From an optimization exercise on the open Yosys and OpenROAD flow, aimed at small area; shortcuts taken in it are not production practice. Power and IR drop assume default switching activity.

==> umber <==
// osd_core
module osd_core (
    input pix_clk, rstb,
    input fval, dval, lval,
    input [31:0] str,
    input [95:0] str_color,
    input [10:0] start_x,
    input [9:0] start_y,
    input [7:0] pix_data,
    output [10:0] data_addr,
    input [39:0] data_in,
    output [15:0] scan_addr,
    input [7:0] pix_font,
    output [23:0] pix_modified,
    output fval_out, dval_out, lval_out
);
clock: 25.0 ns
lec_check: 0
cap_margin: 20
core_margin: 2
core_utilization: 40
slew_margin: 20
run.sh (not shown) runs the stock make flow with config.mk's settings and CLKGATE_MAP_FILE= SYNTH_SCRIPT=/design/flow/synth_recipe.tcl, a recipe that flattens the netlist after the stock synthesis.
==> inputs of quartz, as changes to umber <==
ABC_AREA = 1   (was unset)
==> comparison <==
- Of quartz and umber, umber has the higher worst hold slack (gap 15 ps).
- Sequential cell count is the same in quartz and umber.
- Maximum frequency: umber is lower than quartz (about 12%).
- Of umber and quartz, quartz has the higher combinational power (gap about 2%, measured against quartz).
No run of this note included a check of the RTL's function; only the layout flow was run.

---

==> job 4859: inputs <==
osd_core, a different RTL version from the one above (not shown whole).
## osd_core
module osd_core (
    input pix_clk, rstb,
    input fval, dval, lval,
    input [31:0] str,
    input [95:0] str_color,
    input [10:0] start_x,
    input [9:0] start_y,
    input [7:0] pix_data,
    output [10:0] data_addr,
    input [39:0] data_in,
    output [15:0] scan_addr,
    input [7:0] pix_font,
    output [23:0] pix_modified,
    output fval_out, dval_out, lval_out
);
==> module cgen, before the edit <==
module cgen #(parameter N = 8) (
    input  [N-1:0] an,
    input  [N-1:0] bn,
    output         cn
);
wire [N:0] c;
assign c[0] = 1'b0;
genvar i;
generate for (i = 0; i < N; i = i + 1) begin : g
    assign c[i+1] = (an[i] & bn[i]) | (an[i] & c[i]) | (bn[i] & c[i]);
end endgenerate
assign cn = c[N];
endmodule
==> module osd_core, before the edit <==
module osd_core (
    input pix_clk, rstb,
    input fval, dval, lval,
    input [31:0] str,
    input [95:0] str_color,
    input [10:0] start_x,
    input [9:0] start_y,
    input [7:0] pix_data,
    output [10:0] data_addr,
    input [39:0] data_in,
    output [15:0] scan_addr,
    input [7:0] pix_font,
    output [23:0] pix_modified,
    output fval_out, dval_out, lval_out
);
reg        start;         
reg  [1:0] char_count;
reg  [7:0] column;
reg  [8:0] line;
reg  [8:0] prow;          
reg  [9:0] pcol;
reg [15:0] scan_r;
reg [23:0] pix_r;
reg        fval_r, dval_r, lval_r;
assign scan_addr = scan_r;
assign pix_modified = pix_r;
assign fval_out = fval_r;
assign dval_out = dval_r;
assign lval_out = lval_r;
wire [3:0] sel = {4{start}} & {char_count == 2'd3, char_count == 2'd2,
                              char_count == 2'd1, char_count == 2'd0};
wire  [7:0] chm = ({8{sel[0]}} & str[31:24]) | ({8{sel[1]}} & str[23:16]) |
                  ({8{sel[2]}} & str[15:8])  | ({8{sel[3]}} & str[7:0]);
wire  [7:0] ch = {chm[7:6], chm[5] | ~start, chm[4:0]};
wire [23:0] color = ({24{sel[0]}} & str_color[95:72]) | ({24{sel[1]}} & str_color[71:48]) |
                    ({24{sel[2]}} & str_color[47:24]) | ({24{sel[3]}} & str_color[23:0]);
wire [9:0] rec;
rec_addr u_rec (.ch(ch), .rec(rec));
assign data_addr = {rec, 1'b0};
wire [7:0] gx = data_in[39:32];
wire [7:0] gy = data_in[31:24];
wire [7:0] gw = data_in[23:16];
wire [7:0] gh = data_in[15:8];
wire [8:0] line_inc;
inc1 #(9) u_line_inc (.a(line), .s(line_inc));
wire col_end   = (column == gw);
wire last_line = (line_inc == {1'b0, gh});
wire act       = dval & start & rstb;
wire hold      = act & col_end & last_line;    
wire blend     = act & ~(col_end & last_line);
wire last_char = char_count[1] & char_count[0];
wire [8:0] trow;
wire       trow_co;
rca #(9) u_trow (.a(start_y[8:0]), .b(line), .s(trow), .co(trow_co));
wire match = (pcol == start_x[9:0]) && (prow == trow) && !trow_co;
wire pwrap = pcol[9] & (&pcol[6:0]);           
wire [7:0] a = pix_font & {8{blend}};
wire [7:0] p = pix_data;
wire [3:0] na1, na2, na3;                       
genvar k;
generate for (k = 0; k < 4; k = k + 1) begin : dig_g
    assign na1[k] = ~a[2*k] &  a[2*k+1];
    assign na2[k] =  a[2*k] & ~a[2*k+1];
    assign na3[k] = ~a[2*k] & ~a[2*k+1] & rstb;    
end endgenerate
wire [9:0] p3;
triple u_p3 (.x(p), .x3(p3));
wire [15:0] x1n;
mul8r4 u_m1 (.x(p), .x3(p3), .s1(na1), .s2(na2), .s3(na3), .pn(x1n));
wire c1n;
cgen #(8) u_c1 (.an(x1n[15:8]), .bn(x1n[7:0]), .cn(c1n));
wire [7:0] q1n;
dec #(8) u_q1 (.a(x1n[15:8]), .bi(~c1n), .s(q1n));
wire [9:0] a3;
triple u_a3 (.x(a), .x3(a3));
wire [23:0] pix_next;
generate for (k = 0; k < 3; k = k + 1) begin : ch_g
    wire [7:0] c = color[8*k +: 8];
    wire [3:0] c1, c2, c3;
    genvar j;
    for (j = 0; j < 4; j = j + 1) begin : dig_g
        assign c1[j] =  c[2*j] & ~c[2*j+1];
        assign c2[j] = ~c[2*j] &  c[2*j+1];
        assign c3[j] =  c[2*j] &  c[2*j+1];
    end
    wire [15:0] x2n;
    mul8r4 u_m2 (.x(a), .x3(a3), .s1(c1), .s2(c2), .s3(c3), .pn(x2n));
    wire c2n;
    cgen #(8) u_c2 (.an(x2n[15:8]), .bn(x2n[7:0]), .cn(c2n));
    wire [7:0] outn;
    rcac #(8) u_out (.a(q1n), .b(x2n[15:8]), .ci(c2n), .s(outn));
    assign pix_next[8*k +: 8] = ~outn;
end endgenerate
wire [7:0] column_inc;
inc1 #(8) u_col (.a(column), .s(column_inc));
wire [9:0] pcol_inc;
inc1 #(10) u_pcol (.a(pcol), .s(pcol_inc));
wire [8:0] prow_inc;
inc #(9) u_prow (.a(prow), .ci(pwrap), .s(prow_inc));
wire [15:0] scan_next;
wire scan_co;
rca #(16) u_scan (.a({gy, gx}), .b({line[7:0], column} & {16{blend}}), .s(scan_next), .co(scan_co));
always @(posedge pix_clk) begin
    fval_r <= fval & rstb;
    dval_r <= dval & rstb;
    lval_r <= lval & rstb;
    if (!hold) pix_r <= pix_next;
    scan_r <= scan_next & {16{rstb}};
    if (!rstb)
        start <= 1'b0;
    else if (dval & (match | start))
        start <= ~(start & col_end & (last_line | last_char));
    if (!fval || !rstb) begin
        prow <= 9'd0;
        pcol <= 10'd1;
        char_count <= 2'd0;
        column <= 8'd0;
        line <= 9'd0;
    end else begin
        if (dval) begin
            pcol <= pwrap ? 10'd0 : pcol_inc;
            prow <= prow_inc;
        end
        if (act) column <= col_end ? 8'd0 : column_inc;
        if (act & col_end & ~last_line) char_count <= char_count + 2'd1;
        if (act & col_end & last_char & ~last_line) line <= line_inc;
    end
end
endmodule
Settings: LEC_CHECK=0, CAP_MARGIN=0, CORE_MARGIN=2, CORE_UTILIZATION=40, GPL_TIMING_DRIVEN=0, PLACE_DENSITY=0.45, SLEW_MARGIN=0, SYNTH_HIERARCHICAL=1, BUFFER_PORTS_ARGS=-buffer_cell sky130_fd_sc_hd__buf_1, REMOVE_ABC_BUFFERS=1, RECOVER_POWER=100, CTS_ARGS=-sink_clustering_enable -repair_clock_nets -dont_use_dummy_load -buf_list sky130_fd_sc_hd__clkbuf_8; clock period 25.0 ns.
standard.sh (not shown) runs the stock make flow with config.mk's settings and CLKGATE_MAP_FILE= SYNTH_SCRIPT=/design/flow/synth_recipe.tcl, a recipe that flattens the netlist after the stock synthesis.
==> flow/flow/run.sh <==
#!/bin/bash
# The standard layout with area-oriented settings:
#  - port buffers made from the smallest buffer cell (every port still gets one)
#  - synthesis (abc) buffers removed at floorplan
#  - no dummy loads added to the clock tree
# Each tool's output is in the ORFS logs under orfs/logs; make's output is in
# standard_run.log.
set -e
cat >> config.mk <<'EOT'
export BUFFER_PORTS_ARGS = -buffer_cell sky130_fd_sc_hd__buf_1
export REMOVE_ABC_BUFFERS = 1
export RECOVER_POWER = 100
export CTS_ARGS = -sink_clustering_enable -repair_clock_nets -dont_use_dummy_load -buf_list sky130_fd_sc_hd__clkbuf_8
EOT
bash standard.sh > standard_run.log 2>&1
==> job 3770: changes against job 4859 <==
--- a/flow/design.v
+++ b/flow/design.v
@@ -96,11 +96,14 @@
 );
 wire [N:0] c;
-assign c[0] = 1'b0;
+assign c[1] = an[0] & bn[0];
 genvar i;
-generate for (i = 0; i < N; i = i + 1) begin : g
-    assign c[i+1] = (an[i] & bn[i]) | (an[i] & c[i]) | (bn[i] & c[i]);
+generate for (i = 1; i < N; i = i + 1) begin : g
+    maj u (.a(an[i]), .b(bn[i]), .c(c[i]), .y(c[i+1]));
 end endgenerate
 assign cn = c[N];
 endmodule
+module maj (input a, input b, input c, output y);
+assign y = (a & b) | (a & c) | (b & c);
+endmodule
 module dec #(parameter N = 8) (
     input  [N-1:0] a,
@@ -281,11 +284,15 @@
 assign dval_out = dval_r;
 assign lval_out = lval_r;
-wire [3:0] sel = {4{start}} & {char_count == 2'd3, char_count == 2'd2,
-                              char_count == 2'd1, char_count == 2'd0};
-wire  [7:0] chm = ({8{sel[0]}} & str[31:24]) | ({8{sel[1]}} & str[23:16]) |
-                  ({8{sel[2]}} & str[15:8])  | ({8{sel[3]}} & str[7:0]);
-wire  [7:0] ch = {chm[7:6], chm[5] | ~start, chm[4:0]};
-wire [23:0] color = ({24{sel[0]}} & str_color[95:72]) | ({24{sel[1]}} & str_color[71:48]) |
-                    ({24{sel[2]}} & str_color[47:24]) | ({24{sel[3]}} & str_color[23:0]);
+reg  [7:0] chm;
+reg [23:0] color;
+always @(*) begin
+    case (char_count)
+    2'd0:    begin chm = str[31:24]; color = str_color[95:72]; end
+    2'd1:    begin chm = str[23:16]; color = str_color[71:48]; end
+    2'd2:    begin chm = str[15:8];  color = str_color[47:24]; end
+    default: begin chm = str[7:0];   color = str_color[23:0];  end
+    endcase
+end
+wire [7:0] ch = {chm[7:6] & {2{start}}, chm[5] | ~start, chm[4:0] & {5{start}}};
 wire [9:0] rec;
 rec_addr u_rec (.ch(ch), .rec(rec));
--- a/flow/flow/run.sh
+++ b/flow/flow/run.sh
@@ -10,6 +10,5 @@
 export BUFFER_PORTS_ARGS = -buffer_cell sky130_fd_sc_hd__buf_1
 export REMOVE_ABC_BUFFERS = 1
-export RECOVER_POWER = 100
-export CTS_ARGS = -sink_clustering_enable -repair_clock_nets -dont_use_dummy_load -buf_list sky130_fd_sc_hd__clkbuf_8
+export CTS_ARGS = -sink_clustering_enable -repair_clock_nets -dont_use_dummy_load -buf_list sky130_fd_sc_hd__clkbuf_4 -root_buf sky130_fd_sc_hd__clkbuf_8 -sink_clustering_size 7 -sink_clustering_max_diameter 50
 EOT
 bash standard.sh > standard_run.log 2>&1
--- a/flow/config.mk
+++ b/flow/config.mk
@@ -10,9 +10,7 @@
 export CORE_UTILIZATION = 40
 export GPL_TIMING_DRIVEN = 0
-export PLACE_DENSITY = 0.45
 export SLEW_MARGIN = 0
 export SYNTH_HIERARCHICAL = 1
 export BUFFER_PORTS_ARGS = -buffer_cell sky130_fd_sc_hd__buf_1
 export REMOVE_ABC_BUFFERS = 1
-export RECOVER_POWER = 100
-export CTS_ARGS = -sink_clustering_enable -repair_clock_nets -dont_use_dummy_load -buf_list sky130_fd_sc_hd__clkbuf_8
+export CTS_ARGS = -sink_clustering_enable -repair_clock_nets -dont_use_dummy_load -buf_list sky130_fd_sc_hd__clkbuf_4 -root_buf sky130_fd_sc_hd__clkbuf_8 -sink_clustering_size 7 -sink_clustering_max_diameter 50
==> qor summary <==
quantity	job 3770	job 4859
Sequential cell area	1880 um^2	1880 um^2
Run status	timing/DRC/antenna clean	complete, but fails checks
Layout check failures	-	capacitance limit, slew limit
Detailed-route wire length on metal 1	13.4 mm	15.7 mm
Met3 layer wire length in the routed design	2.74 mm	2.38 mm
Via density per instance	5.87	5.92
Worst setup margin	5720 ps	5250 ps
Worst setup skew after layout	24.8 ps	25.4 ps
Power consumed by combinational cells	0.000231 W	0.000224 W
CP Capture Point	pix_r[23]	pix_r[7]
Combined area of all synthesized cells	11600 um^2	11700 um^2
Count of placed standard cells including taps	1585	1628
Area of the multi-input gates	8310 um^2	8350 um^2
Worst path max stage delay	900 ps	950 ps
Combinational Power Share	48.0%	47.2%
Final slew viol count	0	67
Data required time at the worst endpoint	25120 ps	25130 ps
Function was not checked in any run of this note: the RTL went through the layout flow alone.

## afterwards: timing with drivers on the ports
In the flow no input, the clock included, has a driving cell. The finished layouts below were timed again as built, in two steps.
Step 1 (the two cells are an assumption about what drives the block):
set clk [get_ports {pix_clk}]
set_driving_cell -lib_cell sky130_fd_sc_hd__clkbuf_16 $clk
set_driving_cell -lib_cell sky130_fd_sc_hd__buf_2 [delete_from_list [all_inputs] $clk]
Step 2 moves the port delays by t, midway between the first and last clock arrival at a register: inputs arrive t later, outputs are due t later. That takes back most of the time a late clock gives input paths.
Slacks: ideal / step 1 / step 2; pairs: ideal / step 1.
run	t (ns)	setup WS [ns]	hold slack, ns	clock arrival spread, ns	slew at the worst register clock pin (ns)
umber	0.426	9.812 / 9.831 / 9.405	0.504 / 0.504 / 0.504	0.018 / 0.017	0.08 / 0.08
quartz	0.435	11.589 / 11.557 / 11.310	0.489 / 0.489 / 0.489	0.011 / 0.011	0.08 / 0.08
job 4859	0.388	5.246 / 5.262 / 4.874	0.498 / 0.498 / 0.498	0.027 / 0.028	0.09 / 0.09
job 3770	0.388	5.718 / 5.736 / 5.349	0.496 / 0.496 / 0.496	0.028 / 0.027	0.10 / 0.10
The setup slack of umber, which loses most, moves by +0.019 ns with the drivers and by -0.407 ns with both steps.
